What follows belongs to an exercise in optimizing a design on an open flow for small area; a production flow would make more cautious choices.
Only simulation tests tie the RTL to the original design; equivalence was not proved.
Power figures rest on the tool's default switching activity, not on a simulated workload.

==> inputs of v30 <==
Design simpletimer, start of the top module:
module simpletimer (
    input         clk,
    input         reset_n,
    output  [7:0] data_out,
    input   [7:0] data_in,
    input         cs_n,
    input         rd_n,
    input         wr_n,
    input   [3:0] addr
);
Settings: LEC_CHECK=0, CAP_MARGIN=20, CORE_MARGIN=2, CORE_UTILIZATION=40, CTS_BUF_LIST=sky130_fd_sc_hd__clkbuf_8, SLEW_MARGIN=20, SYNTH_HIERARCHICAL=1; clock period 4.0 ns.
run.sh (not shown) runs the stock make flow with config.mk's settings and CLKGATE_MAP_FILE= SYNTH_SCRIPT=/design/flow/synth_recipe.tcl, a recipe that flattens the netlist after the stock synthesis.
==> v28: changes against v30 <==
--- a/flow/design.v
+++ b/flow/design.v
@@ -8,20 +8,21 @@
     input         wr_n,
     input   [3:0] addr
 );
     reg         timer_busy;
     reg   [7:0] timer_cfg;
     reg  [31:0] timer_cnt;
     reg  [31:0] timer_now;
     reg  [31:0] timer_del;
-    reg  [31:0] done_time;
+    reg  [15:0] done_lo;
+    reg  [15:0] done_hi;
+    wire [31:0] done_time = {done_hi, done_lo};
     reg         done_c;
     reg         cfg_wr;
-    reg         st2_q;
     genvar i, k;
     wire [7:0] din_n;
     wire [3:0] a_n;
     wire cs_i, rd_i, wr_i, wsel_n, rsel_n, wsel, rsel;
     generate for (i = 0; i < 8; i = i + 1) begin : g_dinn
         p_inv u (.a(data_in[i]), .y(din_n[i]));
     end endgenerate
     generate for (i = 0; i < 4; i = i + 1) begin : g_an
@@ -55,27 +56,24 @@
     generate for (k = 0; k < 10; k = k + 1) begin : g_wen
         if (k != 5) begin : g
             p_inv u (.a(we[k]), .y(we_n[k]));
         end else begin : g5
             assign we_n[k] = 1'b1;
         end
     end endgenerate
     wire on = timer_cfg[0];
-    wire on_n, start, cap, ld_n, ld_on, inc_on, cin_hi;
+    wire on_n, start, cap, ld_n, ld_on, inc_on;
     p_inv   u_onn  (.a(on), .y(on_n));
     p_and2  u_st   (.a(cfg_wr), .b(timer_cfg[1]), .y(start));
     p_and2  u_cap  (.a(cfg_wr), .b(timer_cfg[2]), .y(cap));
     p_nand2 u_ldn  (.a(cfg_wr), .b(timer_cfg[3]), .y(ld_n));
     p_nor2  u_ldon (.a(ld_n), .b(on_n), .y(ld_on));
     p_and2  u_inon (.a(ld_n), .b(on), .y(inc_on));
-    p_and2  u_cih  (.a(done_c), .b(st2_q), .y(cin_hi));
-    wire clr, clr_n, lo_add, lo_hold, strq;
-    p_nor2  u_clr  (.a(we_n[4]), .b(data_in[0]), .y(clr));
-    p_inv   u_clrn (.a(clr), .y(clr_n));
+    wire lo_add, lo_hold, strq;
     p_and3  u_ladd (.a(we[4]), .b(data_in[1]), .c(data_in[0]), .y(lo_add));
     p_or2   u_strq (.a(data_in[1]), .b(din_n[0]), .y(strq));
     p_nand2 u_lhld (.a(we[4]), .b(strq), .y(lo_hold));
     wire [7:0]  cfg_d;
     wire [31:0] del_d;
     generate for (i = 0; i < 8; i = i + 1) begin : g_cfg
         p_a22o ud (.a1(we[4]), .a2(data_in[i]), .b1(we_n[4]), .b2(timer_cfg[i]), .y(cfg_d[i]));
     end endgenerate
@@ -123,29 +121,25 @@
     end endgenerate
     wire [15:0] s_lo;
     wire        c16;
     add16_lo u_addlo (.a(done_time[15:0]), .b(timer_del[15:0]), .s(s_lo), .co(c16));
     wire [15:0] lo_d;
     generate for (i = 0; i < 16; i = i + 1) begin : g_lo
         p_a22o ud (.a1(lo_add), .a2(s_lo[i]), .b1(lo_hold), .b2(done_time[i]), .y(lo_d[i]));
     end endgenerate
-    wire [15:0] gdel;
-    generate for (i = 0; i < 16; i = i + 1) begin : g_gd
-        p_and2 u (.a(timer_del[16 + i]), .b(st2_q), .y(gdel[i]));
-    end endgenerate
-    wire [3:0]  s_hi_a;
-    wire [11:0] s_hi_bn;
-    add16_hi u_addhi (.a(done_time[31:16]), .b(gdel), .ci(cin_hi), .s_a(s_hi_a), .s_bn(s_hi_bn));
+    wire st2_n, hi_add, hi_hold;
+    p_nand3 u_st2n (.a(cfg_wr), .b(timer_cfg[1]), .c(on), .y(st2_n));
+    p_inv   u_hadd (.a(st2_n), .y(hi_add));
+    p_and2  u_hhld (.a(st2_n), .b(on), .y(hi_hold));
+    wire [15:0] s_hi;
+    add16_hi u_addhi (.a(done_time[31:16]), .b(timer_del[31:16]), .ci(done_c), .s(s_hi));
     wire [15:0] hi_d;
-    generate for (i = 0; i < 4; i = i + 1) begin : g_hia
-        p_and2 u (.a(s_hi_a[i]), .b(clr_n), .y(hi_d[i]));
-    end endgenerate
-    generate for (i = 0; i < 12; i = i + 1) begin : g_hib
-        p_nor2 u (.a(s_hi_bn[i]), .b(clr), .y(hi_d[4 + i]));
+    generate for (i = 0; i < 16; i = i + 1) begin : g_hi
+        p_a22o ud (.a1(hi_add), .a2(s_hi[i]), .b1(hi_hold), .b2(done_time[16 + i]), .y(hi_d[i]));
     end endgenerate
     wire [31:0] e;
     wire [7:0]  ne4;
     wire [3:0]  eq8;
     wire [1:0]  ne16;
     wire        neq, bz_n, busy_d;
     generate for (i = 0; i < 32; i = i + 1) begin : g_eq
         p_xnor2 u (.a(timer_cnt[i]), .b(done_time[i]), .y(e[i]));
@@ -177,33 +171,32 @@
             p_nand3 uo  (.a(ra[i]), .b(rb[i]), .c(rc[i]), .y(data_out[i]));
         end
     end endgenerate
     always @(posedge clk or negedge reset_n) begin
         if (~reset_n) begin
             timer_cfg  <= 8'h0;
             timer_del  <= 32'h0;
             timer_now  <= 32'h0;
-            done_time  <= 32'h0;
+            done_lo    <= 16'h0;
             timer_busy <= 1'b0;
             cfg_wr     <= 1'b0;
-            st2_q      <= 1'b0;
         end else begin
             timer_cfg  <= cfg_d;
             timer_del  <= del_d;
             timer_now  <= now_d;
-            done_time  <= {hi_d, lo_d};
+            done_lo    <= lo_d;
             timer_busy <= busy_d;
             cfg_wr     <= we[4];
-            st2_q      <= lo_add;
         end
     end
     always @(posedge clk) begin
         timer_cnt <= cnt_d;
         done_c    <= c16;
+        done_hi   <= hi_d;
     end
 endmodule
 module add16_lo (
     input  [15:0] a,
     input  [15:0] b,
     output [15:0] s,
     output        co
 );
@@ -217,27 +210,26 @@
         fix4 u_f (.x(x[4*j-4 +: 4]), .c(c[j-1]), .xc(xc[j-1]), .s(s[4*j +: 4]), .co(c[j]));
     end endgenerate
     assign co = c[3];
 endmodule
 module add16_hi (
     input  [15:0] a,
     input  [15:0] b,
     input         ci,
-    output  [3:0] s_a,
-    output [11:0] s_bn
+    output [15:0] s
 );
     wire [3:0] c;
     wire [11:0] x;
     wire [2:0]  xc;
-    rca4c u_a (.a(a[3:0]), .b(b[3:0]), .ci(ci), .s(s_a), .co(c[0]));
+    rca4c u_a (.a(a[3:0]), .b(b[3:0]), .ci(ci), .s(s[3:0]), .co(c[0]));
     genvar j;
     generate for (j = 1; j < 4; j = j + 1) begin : g
         rca4 u_r (.a(a[4*j +: 4]), .b(b[4*j +: 4]), .s(x[4*j-4 +: 4]), .co(xc[j-1]));
-        fix4n u_f (.x(x[4*j-4 +: 4]), .c(c[j-1]), .xc(xc[j-1]), .sn(s_bn[4*j-4 +: 4]), .co(c[j]));
+        fix4 u_f (.x(x[4*j-4 +: 4]), .c(c[j-1]), .xc(xc[j-1]), .s(s[4*j +: 4]), .co(c[j]));
     end endgenerate
 endmodule
 module rca4 (
     input  [3:0] a,
     input  [3:0] b,
     output [3:0] s,
     output       co
 );
@@ -275,34 +267,16 @@
     p_xnor2 u1 (.a(x[1]), .b(q1), .y(s[1]));
     p_nand3 n2 (.a(c), .b(x[0]), .c(x[1]), .y(q2));
     p_xnor2 u2 (.a(x[2]), .b(q2), .y(s[2]));
     p_nand4 n3 (.a(c), .b(x[0]), .c(x[1]), .d(x[2]), .y(q3));
     p_xnor2 u3 (.a(x[3]), .b(q3), .y(s[3]));
     p_and4  up (.a(x[0]), .b(x[1]), .c(x[2]), .d(x[3]), .y(p));
     p_a21o  uc (.a1(c), .a2(p), .b1(xc), .y(co));
 endmodule
-module fix4n (
-    input  [3:0] x,
-    input        c,
-    input        xc,
-    output [3:0] sn,
-    output       co
-);
-    wire q1, q2, q3, p;
-    p_xnor2 u0 (.a(x[0]), .b(c), .y(sn[0]));
-    p_nand2 n1 (.a(c), .b(x[0]), .y(q1));
-    p_xor2  u1 (.a(x[1]), .b(q1), .y(sn[1]));
-    p_nand3 n2 (.a(c), .b(x[0]), .c(x[1]), .y(q2));
-    p_xor2  u2 (.a(x[2]), .b(q2), .y(sn[2]));
-    p_nand4 n3 (.a(c), .b(x[0]), .c(x[1]), .d(x[2]), .y(q3));
-    p_xor2  u3 (.a(x[3]), .b(q3), .y(sn[3]));
-    p_and4  up (.a(x[0]), .b(x[1]), .c(x[2]), .d(x[3]), .y(p));
-    p_a21o  uc (.a1(c), .a2(p), .b1(xc), .y(co));
-endmodule
 module p_inv   (input a, output y); assign y = ~a; endmodule
 module p_nand2 (input a, input b, output y); assign y = ~(a & b); endmodule
 module p_nor2  (input a, input b, output y); assign y = ~(a | b); endmodule
 module p_and2  (input a, input b, output y); assign y = a & b; endmodule
 module p_or2   (input a, input b, output y); assign y = a | b; endmodule
 module p_and3  (input a, input b, input c, output y); assign y = a & b & c; endmodule
 module p_and4  (input a, input b, input c, input d, output y); assign y = a & b & c & d; endmodule
 module p_a21o  (input a1, input a2, input b1, output y); assign y = (a1 & a2) | b1; endmodule
==> flow/flow/run.sh (new file) <==
#!/bin/bash
# Layout: the standard ORFS flow, with two changes:
#  * ports are buffered with buf_1 cells (the standard flow's buffer_ports picks
#    a larger delay buffer);
#  * clock tree synthesis does not insert dummy loads.
# The make output goes to flow.log here; ORFS keeps each step's log under orfs/logs.
set -euo pipefail
bash standard.sh \
  "BUFFER_PORTS_ARGS=-buffer_cell sky130_fd_sc_hd__buf_1" \
  "CTS_ARGS=-sink_clustering_enable -repair_clock_nets -buf_list sky130_fd_sc_hd__clkbuf_8 -dont_use_dummy_load" \
  finish > flow.log 2>&1
==> flow/standard.sh (new file) <==
#!/bin/bash
# synth_recipe.tcl (not shown) runs the flow's synth.tcl, then flattens the netlist and writes it again
# the make line also repeats each setting of config.mk as NAME=value (left out here)
make -C /OpenROAD-flow-scripts/flow DESIGN_CONFIG=/design/flow/config.mk WORK_HOME=/design/flow/orfs CLKGATE_MAP_FILE= SYNTH_SCRIPT=/design/flow/synth_recipe.tcl "${@:-finish}"
removed: flow/run.sh
==> run summary <==
item	v28	v30
Status	finished clean	finished clean
Fmax achieved	310.6 MHz	254.6 MHz
Final non-filler cell total	859	891
Pwr Density	366.9 nW/um2	397.0 nW/um2
Layout-stage area growth over the synthesis result	9.576%	13.82%
Share of cell area taken by flip-flops and latches	0.4253	0.4147
Sequential cell count	139	140
Multi-input comb cells	393	409
Data buffer area share	0.01926	0.03606
Synth Area per Inst	11.84 um2	11.73 um2
Instance area at placement	7368 um2	7646 um2
Floorplan core area	17120 um2	17300 um2
Fillers	1576	1585
Launch point of the worst reg-to-reg path	timer_del[16]$_DFF_PN0_	st2_q$_DFF_PN0_

## afterwards: timing with drivers on the ports
Ports are ideal in the flow. The routed layouts listed here were re-timed in OpenROAD.
Step 1, drivers: a clkbuf_16 drives clk and a buf_2 each remaining input, both assumed.
Step 2 also shifts input and output timing later by t, the mid clock arrival at the registers, as if the neighbouring blocks saw the same clock.
Slacks: ideal / step 1 / step 2; pairs: ideal / step 1.
run | t (ns) | setup slack, ns | hold slack, ns
v30 | 0.481 | 0.071 / 0.050 / 0.050 | 0.495 / 0.484 / 0.545
v28 | 0.486 | 0.781 / 0.761 / 0.761 | 0.506 / 0.493 / 0.511
After both steps setup and hold are still met in every run listed. For v30, which loses most, drivers alone change the setup slack by -0.021 ns; drivers and shift together by -0.021 ns.
